From an optimization exercise on the open Yosys and OpenROAD flow, aimed at small area; shortcuts taken in it are not production practice. In this exercise RTL edits were held to simulation tests only and were not proved equivalent to the original. Power figures rest on the tool's default switching activity, not on a simulated workload.

Design top_module, start of the top module:
module top_module
	(
		input clk, reset,
		input wire crypt, b1, b2, b3,
		input wire load, load_sel,
		input wire [3:0] load_addr,
		input wire [7:0] load_data,
		output wire led_init, led_wait1,
		output wire clk_out, reset_lcd, d_c,
		output wire spi_data_out, spi_clk, spi_ce
    );
For scale: roughly 1800 cells after synthesis, about 28 I/O pins.
==> module glcd, before the edit <==
module glcd
	(
		input clk, reset, ram_write_en, ram_upd, clr_lcd_reg,
		input [3:0] ram_W_A,
		input [6:0] ram_data,
		output clk_out, reset_lcd, d_c,
		output spi_data_out, spi_clk, spi_ce
	);
	localparam [3:0]
		PF   = 4'd6,
		PC0  = 4'd7,
		PC1  = 4'd8,
		PGAP = 4'd13;
	reg [2:0] cdiv;
	reg ph3;
	reg [3:0] bcnt;
	reg [3:0] phase;
	reg [6:0] chr;
	reg [6:0] sbuf;
	reg rst_d;
	reg pend, waiting;
	wire tick = (cdiv == 3'd4);
	wire first = (phase == 4'd0) & (bcnt == 4'd5);
	wire [3:0] ph = {ph3, cdiv};
	reg [6:0] slot [0:15];
	wire [6:0] v15 = slot[15];
	wire hit_w = (~ph == ram_W_A);
	wire commit = (ram_write_en | pend) & hit_w;
	wire zeroing = clr_lcd_reg | ((phase == 4'd0) & ((bcnt == 4'd5) | (bcnt == 4'd6) | ((bcnt == 4'd7) & ph3)));
	always @(posedge clk)
		slot[0] <= zeroing ? 7'h00 : (commit ? ram_data : v15);
	genvar j;
	generate
		for (j = 1; j < 16; j = j + 1) begin : ring
			always @(posedge clk) slot[j] <= slot[j-1];
		end
	endgenerate
	always @(posedge clk)
		pend <= ~clr_lcd_reg & ~ram_upd & (ram_write_en | pend) & ~hit_w;
	wire [3:0] ram_R_A = chr[3:0] | {4{chr[6] | chr[5] | chr[4]}};
	wire glyph_phase = (phase == PF) | (phase[3] & (phase != PGAP));
	wire sample = tick & (bcnt == 4'd5) & glyph_phase;
	wire bypass = pend & (ram_W_A == ram_R_A);
	wire hit_r = (~ph == ram_R_A);
	wire [6:0] ch = (sample & bypass) ? ram_data : v15;
	wire [6:0] glyph;
	wire [2:0] col = (phase == PF) ? 3'd0 : phase[2:0];
	rom_glcd rom( .ch(ch), .col(col), .R_D(glyph) );
	reg [7:0] setup_byte;
	always @(*)
		case (phase[2:0])
			3'd0: setup_byte = 8'h21;
			3'd1: setup_byte = 8'hb0;
			3'd2: setup_byte = 8'h04;
			3'd3: setup_byte = 8'h14;
			3'd4: setup_byte = 8'h20;
			default: setup_byte = 8'h0c;
		endcase
	always @(posedge clk)
		rst_d <= reset;
	always @(posedge clk)
		if (reset == 1'b0) begin
			cdiv <= 3'd0;
			ph3 <= 1'b0;
			bcnt <= 4'd5;
			phase <= 4'd0;
			chr <= 7'd0;
			waiting <= 1'b0;
		end
		else begin
			cdiv <= cdiv + 1'b1;
			if (cdiv == 3'd7)
				ph3 <= ~ph3;
			if (tick) begin
				if (phase == PGAP) begin
					phase <= PC0;
					chr <= (chr == 7'd83) ? 7'd0 : chr + 1'b1;
				end
				else begin
					bcnt <= bcnt + 1'b1;
					if (bcnt == 4'd4)
						phase <= (phase == PF) ? PC1 : phase + 1'b1;
				end
			end
			if (sample & ~bypass & ~hit_r)
				waiting <= 1'b1;
			else if (hit_r)
				waiting <= 1'b0;
		end
	always @(posedge clk)
		if ((sample & (bypass | hit_r)) | (waiting & hit_r))
			sbuf <= glyph;
	wire slow_clk = (cdiv[2] & (cdiv[1] | cdiv[0])) | ((cdiv == 3'd0) & ~first);
	assign clk_out = (cdiv[2] & cdiv[1]) | ((cdiv[2:1] == 2'b00) & ~first);
	assign spi_clk = ~slow_clk;
	assign reset_lcd = rst_d;
	assign d_c = phase[3] | (phase == PC0) | ((phase == PF) & (bcnt != 4'd5));
	assign spi_ce = ~bcnt[3];
	wire [2:0] bidx = ~bcnt[2:0];
	wire [7:0] sbuf8 = {1'b0, sbuf};
	assign spi_data_out = bcnt[3] & ((phase < PF) ? setup_byte[bidx] : (glyph_phase & sbuf8[bidx]));
endmodule
==> flow/config.mk <==
export PLATFORM = sky130hd
export DESIGN_NAME = top_module
export DESIGN_NICKNAME = top_module
export VERILOG_FILES = /design/flow/design.v
export SDC_FILE = /design/flow/constraint.sdc
export NUM_CORES = 4
export LEC_CHECK = 0
export ABC_AREA = 1
export CAP_MARGIN = 0
export CORE_MARGIN = 2
export CORE_UTILIZATION = 40
export SLEW_MARGIN = 0
export SYNTH_MEMORY_MAX_BITS = 16384
==> flow/constraint.sdc <==
create_clock -name core_clock -period 10.0 [get_ports {clk}]
set_input_delay 2.0000 -clock core_clock [delete_from_list [all_inputs] [get_ports {clk}]]
set_output_delay 2.0000 -clock core_clock [all_outputs]
set_load 0.01 [all_outputs]
standard.sh (not shown) runs the stock make flow with config.mk's settings and CLKGATE_MAP_FILE= SYNTH_SCRIPT=/design/flow/synth_recipe.tcl, a recipe that flattens the netlist after the stock synthesis.
==> flow/flow/run.sh <==
#!/bin/bash
# Layout flow: the standard ORFS flow with two changes:
#  1. synthesis maps the combinational logic with a stronger area-oriented ABC
#     script (abc_deep.script); everything else in synthesis (including register
#     mapping and naming) is the standard synthesis script unchanged;
#  2. clock tree synthesis uses CTS_ARGS from cts_args.txt.
# Each tool's output goes to the ORFS logs (orfs/logs/...) and to flow.log here.
set -euo pipefail
W=$PWD
mkdir -p mysynth
# standard synthesis, with only the abc call replaced
sed "s#source \$::env(SCRIPTS_DIR)/synth.tcl#source $W/mysynth/synth.tcl#" synth_recipe.tcl > mysynth/synth_recipe.tcl
sed "s#log_cmd abc {\*}\$abc_args#log_cmd abc -script $W/flow/abc_deep.script {*}\$lib_args {*}\$lib_dont_use_args#" \
    "$FLOW_HOME/scripts/synth.tcl" > mysynth/synth.tcl
grep -q "abc_deep.script" mysynth/synth.tcl
grep -q "mysynth/synth.tcl" mysynth/synth_recipe.tcl
sed "s#SYNTH_SCRIPT=[^ ]*#SYNTH_SCRIPT=$W/mysynth/synth_recipe.tcl#" standard.sh > mystandard.sh
grep -q "mysynth/synth_recipe.tcl" mystandard.sh
export CTS_ARGS="$(cat flow/cts_args.txt)"
bash mystandard.sh finish > flow.log 2>&1
==> flow/flow/abc_deep.script <==
strash
&get -n
&deepsyn -T 150
&put
&get -n
&dch
&nf -R 2000 -F 20 -A 20
&put
==> flow/flow/cts_args.txt <==
-sink_clustering_enable -repair_clock_nets -buf_list sky130_fd_sc_hd__clkbuf_16 -sink_clustering_size 26 -sink_clustering_max_diameter 90 -dont_use_dummy_load
Edit:
--- a/flow/design.v
+++ b/flow/design.v
@@ -475,45 +475,49 @@
 	reg [3:0] bcnt;
 	reg [3:0] phase;
 	reg [6:0] chr;
-	reg [6:0] sbuf;
+	reg [7:0] sbuf;
 	reg rst_d;
 	reg pend, waiting;
 	wire tick = (cdiv == 3'd4);
 	wire first = (phase == 4'd0) & (bcnt == 4'd5);
 	wire [3:0] ph = {ph3, cdiv};
 	reg [6:0] slot [0:15];
-	wire [6:0] v15 = slot[15];
+	wire [6:0] v15 = ~slot[15];
 	wire hit_w = (~ph == ram_W_A);
 	wire commit = (ram_write_en | pend) & hit_w;
-	wire zeroing = clr_lcd_reg | ((phase == 4'd0) & ((bcnt == 4'd5) | (bcnt == 4'd6) | ((bcnt == 4'd7) & ph3)));
 	always @(posedge clk)
-		slot[0] <= zeroing ? 7'h00 : (commit ? ram_data : v15);
+		slot[0] <= clr_lcd_reg ? 7'h00 : (commit ? ram_data : v15);
 	genvar j;
 	generate
 		for (j = 1; j < 16; j = j + 1) begin : ring
-			always @(posedge clk) slot[j] <= slot[j-1];
+			if (j % 2)
+				always @(posedge clk) slot[j] <= ~(slot[j-1] & {7{~clr_lcd_reg}});
+			else
+				always @(posedge clk) slot[j] <= ~(slot[j-1] | {7{clr_lcd_reg}});
 		end
 	endgenerate
 	always @(posedge clk)
 		pend <= ~clr_lcd_reg & ~ram_upd & (ram_write_en | pend) & ~hit_w;
 	wire [3:0] ram_R_A = chr[3:0] | {4{chr[6] | chr[5] | chr[4]}};
-	wire glyph_phase = (phase == PF) | (phase[3] & (phase != PGAP));
-	wire sample = tick & (bcnt == 4'd5) & glyph_phase;
+	wire sample = tick & (bcnt == 4'd5) & (phase != PGAP);
 	wire bypass = pend & (ram_W_A == ram_R_A);
 	wire hit_r = (~ph == ram_R_A);
+	wire direct = (phase < PF) | (phase == PC0) | bypass;
 	wire [6:0] ch = (sample & bypass) ? ram_data : v15;
 	wire [6:0] glyph;
 	wire [2:0] col = (phase == PF) ? 3'd0 : phase[2:0];
 	rom_glcd rom( .ch(ch), .col(col), .R_D(glyph) );
-	reg [7:0] setup_byte;
+	reg [7:0] next_byte;
 	always @(*)
-		case (phase[2:0])
-			3'd0: setup_byte = 8'h21;
-			3'd1: setup_byte = 8'hb0;
-			3'd2: setup_byte = 8'h04;
-			3'd3: setup_byte = 8'h14;
-			3'd4: setup_byte = 8'h20;
-			default: setup_byte = 8'h0c;
+		case (phase)
+			4'd0: next_byte = 8'h21;
+			4'd1: next_byte = 8'hb0;
+			4'd2: next_byte = 8'h04;
+			4'd3: next_byte = 8'h14;
+			4'd4: next_byte = 8'h20;
+			4'd5: next_byte = 8'h0c;
+			PC0: next_byte = 8'h00;
+			default: next_byte = {1'b0, glyph};
 		endcase
 	always @(posedge clk)
 		rst_d <= reset;
@@ -541,23 +545,21 @@
 						phase <= (phase == PF) ? PC1 : phase + 1'b1;
 				end
 			end
-			if (sample & ~bypass & ~hit_r)
+			if (sample & ~direct & ~hit_r)
 				waiting <= 1'b1;
 			else if (hit_r)
 				waiting <= 1'b0;
 		end
 	always @(posedge clk)
-		if ((sample & (bypass | hit_r)) | (waiting & hit_r))
-			sbuf <= glyph;
+		if ((sample & (direct | hit_r)) | (waiting & hit_r))
+			sbuf <= next_byte;
 	wire slow_clk = (cdiv[2] & (cdiv[1] | cdiv[0])) | ((cdiv == 3'd0) & ~first);
 	assign clk_out = (cdiv[2] & cdiv[1]) | ((cdiv[2:1] == 2'b00) & ~first);
 	assign spi_clk = ~slow_clk;
 	assign reset_lcd = rst_d;
 	assign d_c = phase[3] | (phase == PC0) | ((phase == PF) & (bcnt != 4'd5));
 	assign spi_ce = ~bcnt[3];
-	wire [2:0] bidx = ~bcnt[2:0];
-	wire [7:0] sbuf8 = {1'b0, sbuf};
-	assign spi_data_out = bcnt[3] & ((phase < PF) ? setup_byte[bidx] : (glyph_phase & sbuf8[bidx]));
+	assign spi_data_out = bcnt[3] & sbuf[~bcnt[2:0]];
 endmodule
 `timescale 1ns / 1ps
 module register_copier
Cell area grows by 2.1%.
Total power went up by about 2%.
Critical path depth drops by 3.
Synthesized cell count increases by 9.7%.
Via count goes up by about 4.4%.
Utilization hardly moves.
Register-to-register slack loses 0.15 ns.
Setup slack degrades by 0.15 ns.
Die area came out higher by 1.7%.
Combinational power came out higher by about 8%.
Wire length climbs by 1.7%.
Worst hold slack is better by 0.066 ns.

==> afterwards: timing with drivers on the ports <==
The results above use ideal ports. As a check the final layouts listed here were re-extracted and re-timed, cells and wires unchanged. Step 1 assumes that a clkbuf_16 drives the clock port and a buf_2 every other input. Step 2 also shifts input and output timing later by t, the mid clock arrival at the registers, as if the neighbouring blocks saw the same clock. Three values: ideal ports, drivers, drivers and shift; two values: the first two.
run | t (ns) | setup WS [ns] | worst hold slack (ns)
the first run | 0.637 | 4.086 / 4.086 / 4.086 | 0.300 / 0.300 / 0.300
the second run | 0.623 | 3.933 / 3.933 / 3.933 | 0.366 / 0.366 / 0.366
After both steps every run listed still meets setup and hold.
